Source: an optimization exercise on an open RTL-to-GDS flow (aim: small area). Production flows keep margins and buffers that such runs may drop. The RTL was checked by simulation tests, not by an equivalence proof against the original design. Power figures rest on the tool's default switching activity, not on a simulated workload.

File: design.v
module lcd114_test(
	input clk,
	input resetn,
	output lcd_resetn,
	output lcd_cs,
	output lcd_rs,
	output lcd_data
);
reg [4:0] b;
reg [2:0] lx;
reg [5:0] gx;
reg [2:0] ly;
reg [4:0] gy;
wire init   = (gy == 5'd2) && ly == 3'b011;          
wire x_last = ({gx, lx} == {6'd58, 3'b011});                
wire x_end  = ({gx, lx} == {6'd14, 3'b010});                 
wire y_last = (gy == 5'd25) && (ly == 3'b000);       
wire wrap_b = init ? (b[3] || x_end) : b[4];          
wire stop   = !init && x_last && y_last;
wire x_inc  = wrap_b && !stop;
always @(posedge clk or negedge resetn) begin
	if (~resetn) begin
		b  <= 5'd0;
		{gx, lx} <= {6'd0, 3'b010};
		gy <= 5'd2;
		ly <= 3'b011;
	end else begin
		if (x_inc)
			b <= 5'd0;
		else if (!wrap_b)
			b <= b + 5'd1;
		if (x_inc) begin
			if (x_last || x_end) begin
				gx <= 6'd18;
				lx <= 3'b100;
				ly <= (ly[2] && ly[0]) ? 3'd0 : ly + 3'd1;
				if (ly[2] && ly[0])
					gy <= gy + 5'd1;
			end else begin
				lx <= (lx[2] && lx[0]) ? 3'd0 : lx + 3'd1;
				if (lx[2] && lx[0])
					gx <= gx + 6'd1;
			end
		end
	end
end
reg [5:0] cls;
reg [8:0] tb;
always @(*) begin
	case ({gx, lx})
		{6'd0, 3'b010}: begin cls = 6'b100000; tb = 9'bx; end
		{6'd0, 3'b011}: begin cls = 6'b100000; tb = 9'bx; end
		{6'd0, 3'b100}: begin cls = 6'b100000; tb = 9'bx; end
		{6'd0, 3'b101}: begin cls = 6'b010000; tb = 9'bx; end
		{6'd1, 3'b000}: begin cls = 6'b000000; tb = 9'bx; end
		{6'd1, 3'b001}: begin cls = 6'b000000; tb = 9'bx; end
		{6'd1, 3'b010}: begin cls = 6'b000000; tb = 9'bx; end
		{6'd1, 3'b011}: begin cls = 6'b000000; tb = 9'bx; end
		{6'd1, 3'b100}: begin cls = 6'b000000; tb = 9'bx; end
		{6'd1, 3'b101}: begin cls = 6'b001000; tb = 9'bx; end
		{6'd2, 3'b000}: begin cls = 6'b000100; tb = 9'bx; end
		{6'd2, 3'b001}: begin cls = 6'b000000; tb = 9'bx; end
		{6'd2, 3'b010}: begin cls = 6'b000000; tb = 9'bx; end
		{6'd2, 3'b011}: begin cls = 6'b000000; tb = 9'bx; end
		{6'd2, 3'b100}: begin cls = 6'b000010; tb = 9'h036; end
		{6'd2, 3'b101}: begin cls = 6'b000010; tb = 9'h170; end
		{6'd3, 3'b000}: begin cls = 6'b000010; tb = 9'h03a; end
		{6'd3, 3'b001}: begin cls = 6'b000010; tb = 9'h105; end
		{6'd3, 3'b010}: begin cls = 6'b000010; tb = 9'h0b2; end
		{6'd3, 3'b011}: begin cls = 6'b000010; tb = 9'h10c; end
		{6'd3, 3'b100}: begin cls = 6'b000010; tb = 9'h10c; end
		{6'd3, 3'b101}: begin cls = 6'b000010; tb = 9'h100; end
		{6'd4, 3'b000}: begin cls = 6'b000010; tb = 9'h133; end
		{6'd4, 3'b001}: begin cls = 6'b000010; tb = 9'h133; end
		{6'd4, 3'b010}: begin cls = 6'b000010; tb = 9'h0b7; end
		{6'd4, 3'b011}: begin cls = 6'b000010; tb = 9'h135; end
		{6'd4, 3'b100}: begin cls = 6'b000010; tb = 9'h0bb; end
		{6'd4, 3'b101}: begin cls = 6'b000010; tb = 9'h119; end
		{6'd5, 3'b000}: begin cls = 6'b000010; tb = 9'h0c0; end
		{6'd5, 3'b001}: begin cls = 6'b000010; tb = 9'h12c; end
		{6'd5, 3'b010}: begin cls = 6'b000010; tb = 9'h0c2; end
		{6'd5, 3'b011}: begin cls = 6'b000010; tb = 9'h101; end
		{6'd5, 3'b100}: begin cls = 6'b000010; tb = 9'h0c3; end
		{6'd5, 3'b101}: begin cls = 6'b000010; tb = 9'h112; end
		{6'd6, 3'b000}: begin cls = 6'b000010; tb = 9'h0c4; end
		{6'd6, 3'b001}: begin cls = 6'b000010; tb = 9'h120; end
		{6'd6, 3'b010}: begin cls = 6'b000010; tb = 9'h0c6; end
		{6'd6, 3'b011}: begin cls = 6'b000010; tb = 9'h10f; end
		{6'd6, 3'b100}: begin cls = 6'b000010; tb = 9'h0d0; end
		{6'd6, 3'b101}: begin cls = 6'b000010; tb = 9'h1a4; end
		{6'd7, 3'b000}: begin cls = 6'b000010; tb = 9'h1a1; end
		{6'd7, 3'b001}: begin cls = 6'b000010; tb = 9'h0e0; end
		{6'd7, 3'b010}: begin cls = 6'b000010; tb = 9'h1d0; end
		{6'd7, 3'b011}: begin cls = 6'b000010; tb = 9'h104; end
		{6'd7, 3'b100}: begin cls = 6'b000010; tb = 9'h10d; end
		{6'd7, 3'b101}: begin cls = 6'b000010; tb = 9'h111; end
		{6'd8, 3'b000}: begin cls = 6'b000010; tb = 9'h113; end
		{6'd8, 3'b001}: begin cls = 6'b000010; tb = 9'h12b; end
		{6'd8, 3'b010}: begin cls = 6'b000010; tb = 9'h13f; end
		{6'd8, 3'b011}: begin cls = 6'b000010; tb = 9'h154; end
		{6'd8, 3'b100}: begin cls = 6'b000010; tb = 9'h14c; end
		{6'd8, 3'b101}: begin cls = 6'b000010; tb = 9'h118; end
		{6'd9, 3'b000}: begin cls = 6'b000010; tb = 9'h10d; end
		{6'd9, 3'b001}: begin cls = 6'b000010; tb = 9'h10b; end
		{6'd9, 3'b010}: begin cls = 6'b000010; tb = 9'h11f; end
		{6'd9, 3'b011}: begin cls = 6'b000010; tb = 9'h123; end
		{6'd9, 3'b100}: begin cls = 6'b000010; tb = 9'h0e1; end
		{6'd9, 3'b101}: begin cls = 6'b000010; tb = 9'h1d0; end
		{6'd10, 3'b000}: begin cls = 6'b000010; tb = 9'h104; end
		{6'd10, 3'b001}: begin cls = 6'b000010; tb = 9'h10c; end
		{6'd10, 3'b010}: begin cls = 6'b000010; tb = 9'h111; end
		{6'd10, 3'b011}: begin cls = 6'b000010; tb = 9'h113; end
		{6'd10, 3'b100}: begin cls = 6'b000010; tb = 9'h12c; end
		{6'd10, 3'b101}: begin cls = 6'b000010; tb = 9'h13f; end
		{6'd11, 3'b000}: begin cls = 6'b000010; tb = 9'h144; end
		{6'd11, 3'b001}: begin cls = 6'b000010; tb = 9'h151; end
		{6'd11, 3'b010}: begin cls = 6'b000010; tb = 9'h12f; end
		{6'd11, 3'b011}: begin cls = 6'b000010; tb = 9'h11f; end
		{6'd11, 3'b100}: begin cls = 6'b000010; tb = 9'h11f; end
		{6'd11, 3'b101}: begin cls = 6'b000010; tb = 9'h120; end
		{6'd12, 3'b000}: begin cls = 6'b000010; tb = 9'h123; end
		{6'd12, 3'b001}: begin cls = 6'b000010; tb = 9'h021; end
		{6'd12, 3'b010}: begin cls = 6'b000010; tb = 9'h029; end
		{6'd12, 3'b011}: begin cls = 6'b000010; tb = 9'h02a; end
		{6'd12, 3'b100}: begin cls = 6'b000010; tb = 9'h100; end
		{6'd12, 3'b101}: begin cls = 6'b000010; tb = 9'h128; end
		{6'd13, 3'b000}: begin cls = 6'b000010; tb = 9'h101; end
		{6'd13, 3'b001}: begin cls = 6'b000010; tb = 9'h117; end
		{6'd13, 3'b010}: begin cls = 6'b000010; tb = 9'h02b; end
		{6'd13, 3'b011}: begin cls = 6'b000010; tb = 9'h100; end
		{6'd13, 3'b100}: begin cls = 6'b000010; tb = 9'h135; end
		{6'd13, 3'b101}: begin cls = 6'b000010; tb = 9'h100; end
		{6'd14, 3'b000}: begin cls = 6'b000010; tb = 9'h1bb; end
		{6'd14, 3'b001}: begin cls = 6'b000010; tb = 9'h02c; end
		{6'd14, 3'b010}: begin cls = 6'b000001; tb = 9'bx; end
		default: begin cls = 6'bxxxxxx; tb = 9'bx; end
	endcase
end
wire rst_a  = cls[5];    
wire rst_b  = cls[4];    
wire wake_a = cls[3];    
wire wake_b = cls[2];    
wire tbl    = cls[1];    
wire last   = cls[0];    
wire [2:0] bi = b[3] ? 3'd0 : ~b[2:0];                
wire [7:0] wake = 8'h11;
reg i_rst, i_cs, i_rs, i_data;
always @(*) begin
	i_rst = 1'b1; i_cs = 1'b1; i_rs = 1'b1; i_data = 1'b1;
	if (tbl) begin
		i_cs   = b[3];
		i_rs   = tb[8] | b[3];
		i_data = tb[bi];
	end else if (last) begin
		i_data = 1'b0;
	end else if (wake_a && b >= 5'd3) begin
		i_cs = 1'b0; i_rs = 1'b0; i_data = wake[3'd2 - b[2:0]];
	end else if (wake_b && b <= 5'd1) begin
		i_cs = 1'b0; i_rs = 1'b0; i_data = wake[3'd1 - b[2:0]];
	end else
		i_rst = !(rst_a || (rst_b && b == 5'd0));
end
reg [7:0] font_row;
always @(*) begin
	case (gy[2:0])
	3'd0: font_row = 8'b00011000;
	3'd1: font_row = 8'b00100100;
	3'd2: font_row = 8'b01000010;
	3'd3: font_row = 8'b01111110;
	3'd4: font_row = 8'b01000010;
	3'd5: font_row = 8'b01000010;
	3'd6: font_row = 8'b01000010;
	default: font_row = 8'b00000000;
	endcase
end
wire on = (gx[5:3] == 3'b100) && (gy[4:3] == 2'b10) && font_row[~gx[2:0]];
wire f_data = b[4] || (b[3] && (b[2] || (b[1] && b[0]))) || !on;
assign lcd_resetn = init ? i_rst  : 1'b1;
assign lcd_cs     = init ? i_cs   : b[4];
assign lcd_rs     = init ? i_rs   : 1'b1;
assign lcd_data   = init ? i_data : f_data;
endmodule
File: flow/area.abc
strash
&get -n
&deepsyn -T 60
&put
dch -f
map -a
topo
File: config.mk
export PLATFORM = sky130hd
export DESIGN_NAME = lcd114_test
export DESIGN_NICKNAME = lcd114_test
export VERILOG_FILES = /design/flow/design.v
export SDC_FILE = /design/flow/constraint.sdc
export NUM_CORES = 4
export LEC_CHECK = 0
export CAP_MARGIN = 20
export CORE_MARGIN = 2
export CORE_UTILIZATION = 60
export SLEW_MARGIN = 20
File: flow/run.sh
#!/bin/bash
# Own layout flow: the standard ORFS layout (standard.sh) with three changes:
#  - synthesis maps the logic with an area-oriented ABC script (flow/area.abc)
#    and skips Yosys's extract_fa half/full-adder extraction (flow/synth.tcl);
#    all other synthesis steps, register mapping, flattening and renaming are
#    the standard ones;
#  - the port buffers that buffer_ports inserts on every input and output are
#    sky130_fd_sc_hd__buf_1;
#  - clock tree synthesis uses sky130_fd_sc_hd__clkbuf_8 buffers, one sink
#    cluster for up to 32 flip-flops, and no dummy loads.
# Each tool's full output is in the ORFS logs under orfs/logs/; make's own
# output is in flow_make.log.
set -euo pipefail
W=$(pwd)
export MY_ABC_SCRIPT="$W/flow/area.abc"
export MY_NO_FA=1
bash "$W/standard.sh" \
  "SYNTH_SCRIPT=$W/flow/synth.tcl" \
  "BUFFER_PORTS_ARGS=-buffer_cell sky130_fd_sc_hd__buf_1" \
  "CTS_ARGS=-sink_clustering_enable -repair_clock_nets -sink_clustering_size 32 -buf_list sky130_fd_sc_hd__clkbuf_8 -root_buf sky130_fd_sc_hd__clkbuf_8 -dont_use_dummy_load" \
  finish > "$W/flow_make.log" 2>&1
File: constraint.sdc
create_clock -name core_clock -period 11.0 [get_ports {clk}]
set_input_delay 2.2000 -clock core_clock [delete_from_list [all_inputs] [get_ports {clk}]]
set_output_delay 2.2000 -clock core_clock [all_outputs]
set_load 0.01 [all_outputs]
File: standard.sh
#!/bin/bash
# synth_recipe.tcl (not shown) runs the flow's synth.tcl, then flattens the netlist and writes it again
# the make line also repeats each setting of config.mk as NAME=value (left out here)
make -C /OpenROAD-flow-scripts/flow DESIGN_CONFIG=/design/flow/config.mk WORK_HOME=/design/flow/orfs CLKGATE_MAP_FILE= SYNTH_SCRIPT=/design/flow/synth_recipe.tcl "${@:-finish}"
File: flow/synth.tcl
# synth_recipe.tcl with two changes: abc runs flow/area.abc instead of the
# ABC script ORFS picks, and extract_fa is skipped.
proc synth {args} { yosys synth -nofsm -noshare {*}$args }
proc abc {args} {
  set i [lsearch -exact $args -script]
  if {$i >= 0} { lset args [expr {$i + 1}] $::env(MY_ABC_SCRIPT) }
  yosys abc {*}$args
}
if {[info exists ::env(MY_NO_FA)] && $::env(MY_NO_FA)} { proc extract_fa {args} {} }
source $::env(SCRIPTS_DIR)/synth.tcl
# left out here: clear keep_hierarchy, flatten, clean up, hide names made inside functions, write 1_2_yosys.v
==> flow_metrics.env, run 1 <==
export IMPL_finClkSkew_ps=10.6
export IMPL_synthesis_area_um2=1870
export IMPL_async_flop_share_pct=100
export IMPL_gp_congestion=1.14
export IMPL_setup_tns_ps=0
export IMPL_slowest_stage="dfstp_2"
export IMPL_cts_buffer_depth=2
export IMPL_drt_total_wl_um=6550
export IMPL_crit_family="simple AND/OR/NAND/NOR gates"
export IMPL_postRouteAntennaNets=0
export IMPL_slew_headroom_pct=51.9
export IMPL_portBuffers=5
export IMPL_met2_length_um=3060
export IMPL_ys_seq_elements=22
export IMPL_synthMostInstantiatedCell="nor2_1"
export IMPL_grt_overflow=0
export IMPL_synth_area_per_cell_um2=6.23
export IMPL_worstMarginPinSlew_ps=719
export IMPL_post_route_util_pct=66.0
export IMPL_maxSlewViolCount=0
export IMPL_fmax_mhz=186
export IMPL_die_h_um=59.8
export IMPL_gr_usage_all_layers_pct=40.6
export IMPL_crit_path_frequent_cell="clkinv_1"
export IMPL_wl_per_cell_um=19.2
export IMPL_setup_viol=0
export IMPL_grt_max_degree=15
export IMPL_yosysSeqAreaShare_pct=29.7
export IMPL_dr_wl_met3_um=841
export IMPL_die_w_um=59.8
export IMPL_min_path_type="flop to flop"
export IMPL_path_cells="clkinv_1 > nor2_1 > clkinv_1 > nor2_1 > clkinv_1 > nand3_1 > nand3_1 > o21ai_0 > o221ai_1 > o22ai_1 > a41oi_1 > buf_1"
export IMPL_cts_tree="built"
export IMPL_rsz0062_at_grt="no"
export IMPL_synth_nets=302
export IMPL_fin_total_pwr_uw=132
export IMPL_crit_fanout=8
export IMPL_finalCriticalPeriod_ps=5390
export IMPL_start_util_pct=62.3
export IMPL_ir_drop_uv=93.5
export IMPL_final_cell_count_no_fill=342
export IMPL_start_kind="flop"
export IMPL_endpoint_kind="output port"
export IMPL_hold_viol=0
export IMPL_synthTopCellsByArea="dfrtp_1 (24%), nor2_1 (13%), clkinv_1 (9.6%)"
export IMPL_drc=0
export IMPL_root_buffer="clkbuf_8"
export IMPL_dpl_cell_count=339
export IMPL_core_area_um2=3000
export IMPL_yosys_area_top_type="dfrtp_1"
export IMPL_numCtsBuffers=3
export IMPL_synth_cell_types=28
export IMPL_area_growth_pct=6.02
export IMPL_rows=20
export IMPL_hpwl_um=4830
export IMPL_grt_pass1_wl_um=10700
export IMPL_maxUsedRoutingLayer="met4"
export IMPL_io_pins=6
export IMPL_viasPerCell=6.99
export IMPL_drt_iter0_markers=285
export IMPL_holdWs_ps=493
export IMPL_outcome="complete, no violations"
export IMPL_nets=313
export IMPL_ys_top_cells_by_count="nor2_1 (66), clkinv_1 (48), nand2_1 (46)"
export IMPL_synth_edf_count=0
export IMPL_syn_inst=300
export IMPL_dr_total_vias=2392
export IMPL_dieArea_um2=3580
export IMPL_synth_top_area_share_pct=24.1
export IMPL_cp_slowest_stage_delay_ps=620
export IMPL_insertedDiodeCount=0
export IMPL_drv_cap=0
export IMPL_synthFlopType="dfrtp_1"
export IMPL_critPathBufInv=4
export IMPL_drive_gt1_share_pct=3.56
export IMPL_path_clk_slew_ps=80
export IMPL_firstDrtPassIters=7
export IMPL_grt_pass1_vias=2335
export IMPL_worstPathArrival_ps=3190
export IMPL_cts_resized=0
export IMPL_postCtsHoldBufs=0
export IMPL_insertion_delay_ps=270
export IMPL_cellLeakagePower_nw=0.733
export IMPL_post_cts_setup_buffers=0
export IMPL_htreeDepth=1
export IMPL_cts_sinks=22
export IMPL_grt_antenna_before_repair=0
export IMPL_path_class="flop to output port"
export IMPL_drt_met1_wl_um=2240
export IMPL_synth_warnings=1
export IMPL_finalCritPeriodShare_pct=49.0
export IMPL_powerDensity_nw_per_um2=66.7
export IMPL_crit_required_ps=8800
## cell usage in the layout (no fill, tap or decap), types with 5 or more instances in the layout
master / instances
o21ai_0: 20
nor2_1: 66
nand2_1: 46
buf_1: 5
a21oi_1: 20
a31oi_1: 7
dfrtp_1: 18
a211oi_1: 5
nor3_1: 8
nand4_1: 10
nand3_1: 17
clkinv_1: 48
## cells by family after synthesis
kind of cell / count (synthesis) / share of synthesized area, %
and+or+nand+nor: 153 / 34.6
AOI/OAI and AO/OA: 74 / 24.6
buffers and inverters: 48 / 9.64
DFF: 22 / 29.7
xor gates and xnor gates: 3 / 1.41
## state kept, by name (all words and copies together), names as in the netlist
signal / cells
ly: 3
b: 5
gy: 5
gx: 6
lx: 3
## tightest hold or removal path, cell delays in order (launching register included)
cell	delay [ps]
dfstp_2	380
clkinv_1	60
a21oi_1	60
## stage by stage
step                setup WS (ps)  instance area [µm²]
CTS                          5750                 1980
global placement             5880                 1930
detailed placement           6050                 1940
floorplan                    6660                 1870
global route                 5420                 1980
finish                       5610                 1980
## path summary, 6_finish.rpt
check / from / end / slack [ps] / cells after the start
min in group asynchronous: resetn / gx[2] / 1870 / 1
max in group asynchronous: resetn / gy[1] / 8540 / 2
max reg2reg: gx[2] / gx[5] / 7070 / 15
max: lx[1] / lcd_data / 5610 / 12
min reg2reg: ly[1] / ly[1] / 490 / 2
min: ly[1] / ly[1] / 490 / 2
## report_power, final
part | total, mW | internal, mW | switching [mW]
logic | 0.00208 | 0.000426 | 0.00165
clock network | 0.0492 | 0.0245 | 0.0248
registers | 0.0809 | 0.0809 | 0
## cell type report
class,count,area (µm²)
clock buffers,3,41.3
fillers,229,1020
inverters,48,180
multi-input cells,230,1130
flip-flops and latches,22,556
well taps,33,41.3
repair buffers,6,30.0
## layer usage
metal | vias to the layer above | GRT usage (%)
met5 | - | 0
met4 | 0 | 27.0
met3 | 58 | 6.71
met2 | 236 | 65.5
met1 | 1031 | 49.5
li1 | 1067 | -
==> inputs of run 2 (changes only) <==
==> flow/run.sh (replaced) <==
#!/bin/bash
# Own layout flow: the standard ORFS layout, except that synthesis maps
# the logic with an area-oriented ABC script (flow/area.abc) and leaves out
# Yosys's extract_fa half/full-adder extraction. Everything else (the Yosys
# steps before and after ABC, flattening, renaming, register mapping, and
# all OpenROAD steps) is the standard flow, run through standard.sh.
set -euo pipefail
W=$(pwd)
export MY_ABC_SCRIPT="$W/flow/area.abc"
export MY_NO_FA=1
bash "$W/standard.sh" "SYNTH_SCRIPT=$W/flow/synth.tcl" finish > "$W/flow_make.log" 2>&1
--- a/config.mk
+++ b/config.mk
@@ -10,2 +10,3 @@
 export CORE_UTILIZATION = 60
+export CTS_BUF_LIST = sky130_fd_sc_hd__clkbuf_8
 export SLEW_MARGIN = 20
==> run 2 against run 1 <==
  * Routed wire length fell by 4.9%
  * Power rose by 6.5%
  * Clock skew fell by 2.7 ps
  * Cell count did not move
  * Largest power group unchanged
  * Final area rose by 1.5%
  * Non-clock buffer count fell by 1
  * Largest cell class unchanged
  * Sequential power barely moved
  * Clock power rose by 18%
  * Area after synthesis did not move
  * Highest routed layer unchanged
==> flow_metrics.env, run 2 <==
export IMPL_grt_overflow=0
export IMPL_rsz0062_at_grt="no"
export IMPL_slew_headroom_pct=48.6
export IMPL_crit_fanout=12
export IMPL_root_buffer="clkbuf_8"
export IMPL_cellLeakagePower_nw=0.748
export IMPL_min_path_type="flop to flop"
export IMPL_largest_reg_flops=6
export IMPL_fin_total_pwr_uw=141
export IMPL_maxSlewViolCount=0
export IMPL_start_kind="flop"
export IMPL_synth_top_area_share_pct=24.1
export IMPL_setup_tns_ps=0
export IMPL_nets=312
export IMPL_holdWs_ps=476
export IMPL_setup_viol=0
export IMPL_endpoint_kind="output port"
export IMPL_synthTopCellsByArea="dfrtp_1 (24%), nor2_1 (13%), clkinv_1 (9.6%)"
export IMPL_cts_resized=0
export IMPL_multiInputGateArea_um2=1130
export IMPL_insertedDiodeCount=0
export IMPL_finalCriticalPeriod_ps=5830
export IMPL_htreeDepth=1
export IMPL_viasPerCell=6.85
export IMPL_finalInstanceArea_um2=2010
export IMPL_largest_register="gx"
export IMPL_ys_seq_elements=22
export IMPL_synthMostInstantiatedCell="nor2_1"
export IMPL_timing_rr_start="gx[0]"
export IMPL_place_area_um2=1960
export IMPL_dieArea_um2=3580
export IMPL_seqCellArea_um2=556
export IMPL_syn_inst=300
export IMPL_insertion_delay_ps=270
export IMPL_grt_pass1_vias=2135
export IMPL_path_clk_slew_ps=70
export IMPL_drt_total_wl_um=6240
export IMPL_async_flop_share_pct=100
export IMPL_synth_warnings=1
export IMPL_ir_drop_uv=73.5
export IMPL_numCtsBuffers=3
export IMPL_post_cts_setup_buffers=0
export IMPL_powerDensity_nw_per_um2=70.0
export IMPL_drc=0
export IMPL_yosysSeqAreaShare_pct=29.7
export IMPL_synth_edf_count=0
export IMPL_hold_viol=0
export IMPL_gp_congestion=1.11
export IMPL_yosys_area_top_type="dfrtp_1"
export IMPL_die_h_um=59.8
export IMPL_ys_top_cells_by_count="nor2_1 (66), clkinv_1 (48), nand2_1 (46)"
export IMPL_grt_antenna_before_repair=0
export IMPL_synthesis_area_um2=1870
export IMPL_worstHoldStart="ly[1]"
export IMPL_postCtsHoldBufs=0
export IMPL_r2r_setup_slack_ps=7290
export IMPL_cts_sinks=22
export IMPL_synth_area_per_cell_um2=6.23
export IMPL_rows=20
export IMPL_startpoint="gx[1]"
export IMPL_io_pins=6
export IMPL_die_w_um=59.8
export IMPL_hpwl_um=4650
export IMPL_dr_total_vias=2344
export IMPL_grt_max_degree=23
export IMPL_wl_per_cell_um=18.2
export IMPL_finalCritPeriodShare_pct=53.0
export IMPL_reg_top3="gx (6), b (5), gy (5)"
export IMPL_start_util_pct=62.3
export IMPL_firstDrtPassIters=5
export IMPL_outcome="complete, no violations"
export IMPL_crit_required_ps=8800
export IMPL_postRouteAntennaNets=0
export IMPL_fmax_mhz=172
export IMPL_drt_iter0_markers=276
export IMPL_drv_cap=0
export IMPL_worstMarginPinSlew_ps=768
export IMPL_synthFlopType="dfrtp_1"
export IMPL_path_class="flop to output port"
export IMPL_worstPathArrival_ps=3630
export IMPL_area_growth_pct=7.56
export IMPL_synth_cell_types=28
export IMPL_final_common_cell="nor2_1"
export IMPL_portBuffers=5
export IMPL_core_area_um2=3000
export IMPL_cts_buffer_depth=2
export IMPL_cts_tree="built"
export IMPL_drive_gt1_share_pct=3.88
export IMPL_finClkSkew_ps=7.85
export IMPL_nFillCells=269
export IMPL_layout_common_cells="nor2_1 (66), clkinv_1 (48), nand2_1 (46), o21ai_0 (20), a21oi_1 (20)"
export IMPL_grt_pass1_wl_um=10100
export IMPL_synth_nets=302
export IMPL_gr_usage_all_layers_pct=37.5
[run 2: final cells by class]
class	count	share of cell area [%]
Multi-Input combinational cell	230	56.4
Sequential cell	22	27.6
Inverter	48	8.96
Clock buffer	4	2.74
Timing Repair Buffer	5	2.24
Tap cell	33	2.05
[run 2: worst max-delay path, cell delays in order (launching register included)]
cell and delay [ps]:
dfrtp_1 560, clkinv_1 480, nor2_1 320, clkinv_1 250
o22ai_1 310, o21ai_0 160, nand2_1 110, o311ai_0 160
nand4_1 110, a31oi_1 80, o22ai_1 190, a41oi_1 120
clkdlybuf4s50_1 500
[run 2: layer usage]
layer  track usage (%)  wire length [µm]  vias to the layer above
li1                  -                 -                     1075
met1              50.1              2320                     1035
met2              60.2              2880                      191
met3              4.55               690                       43
met4              18.1               348                        0
met5                 0                 0                        -
[run 2: path summary, 6_finish.rpt]
check	end	depth (start not counted)
min reg2reg	ly[1]	2
max reg2reg	gx[5]	15
max	lcd_data	12
max in group asynchronous	lx[1]	1
min	ly[1]	2
min in group asynchronous	gy[0]	1
[run 2: power by group]
part           leakage, nW  switching, mW  internal, mW
Clock               0.0288         0.0263        0.0319
Sequential           0.275              0        0.0809
Combinational        0.445        0.00153      0.000127
Total                0.748         0.0278         0.113
[run 2: cells by family (layout without fill, tap and decap cells)]
| group | count (synthesis) | in the layout | share of synthesized area, % |
|---|---|---|---|
| buf+inv | 48 | 57 | 9.64 |
| xor+xnor | 3 | 3 | 1.41 |
| compound gates | 74 | 74 | 24.6 |
| simple gates | 153 | 153 | 34.6 |
| flops | 22 | 22 | 29.7 |
[run 2: metrics by stage]
step	util [%]	instances	setup slack [ps]
after global placement	65.3	338	5560
after global routing	67.0	342	5000
after detailed placement	65.3	338	5620
after CTS	67.1	342	5350
after floorplan	-	300	6660
final	67.0	342	5170

separate check: timing with driven ports:
How much do the figures lean on ideal ports? The routed layouts below were timed once more, with nothing changed but the port constraints.
Step 1: set_driving_cell puts a clkbuf_16 on clk and a buf_2 on each other input, an assumption about the parent block.
Step 2 moves the port delays by t, midway between the first and last clock arrival at a register: inputs arrive t later, outputs are due t later. That takes back most of the time a late clock gives input paths.
Slacks: ideal / step 1 / step 2; pairs: ideal / step 1.
| run | t (ns) | setup slack, ns | worst register clock-pin slew, ns |
|---|---|---|---|
| run 1 | 0.284 | 5.612 / 5.589 / 5.873 | 0.08 / 0.08 |
| run 2 | 0.284 | 5.173 / 5.150 / 5.434 | 0.08 / 0.08 |
After both steps every run listed still meets setup and hold.
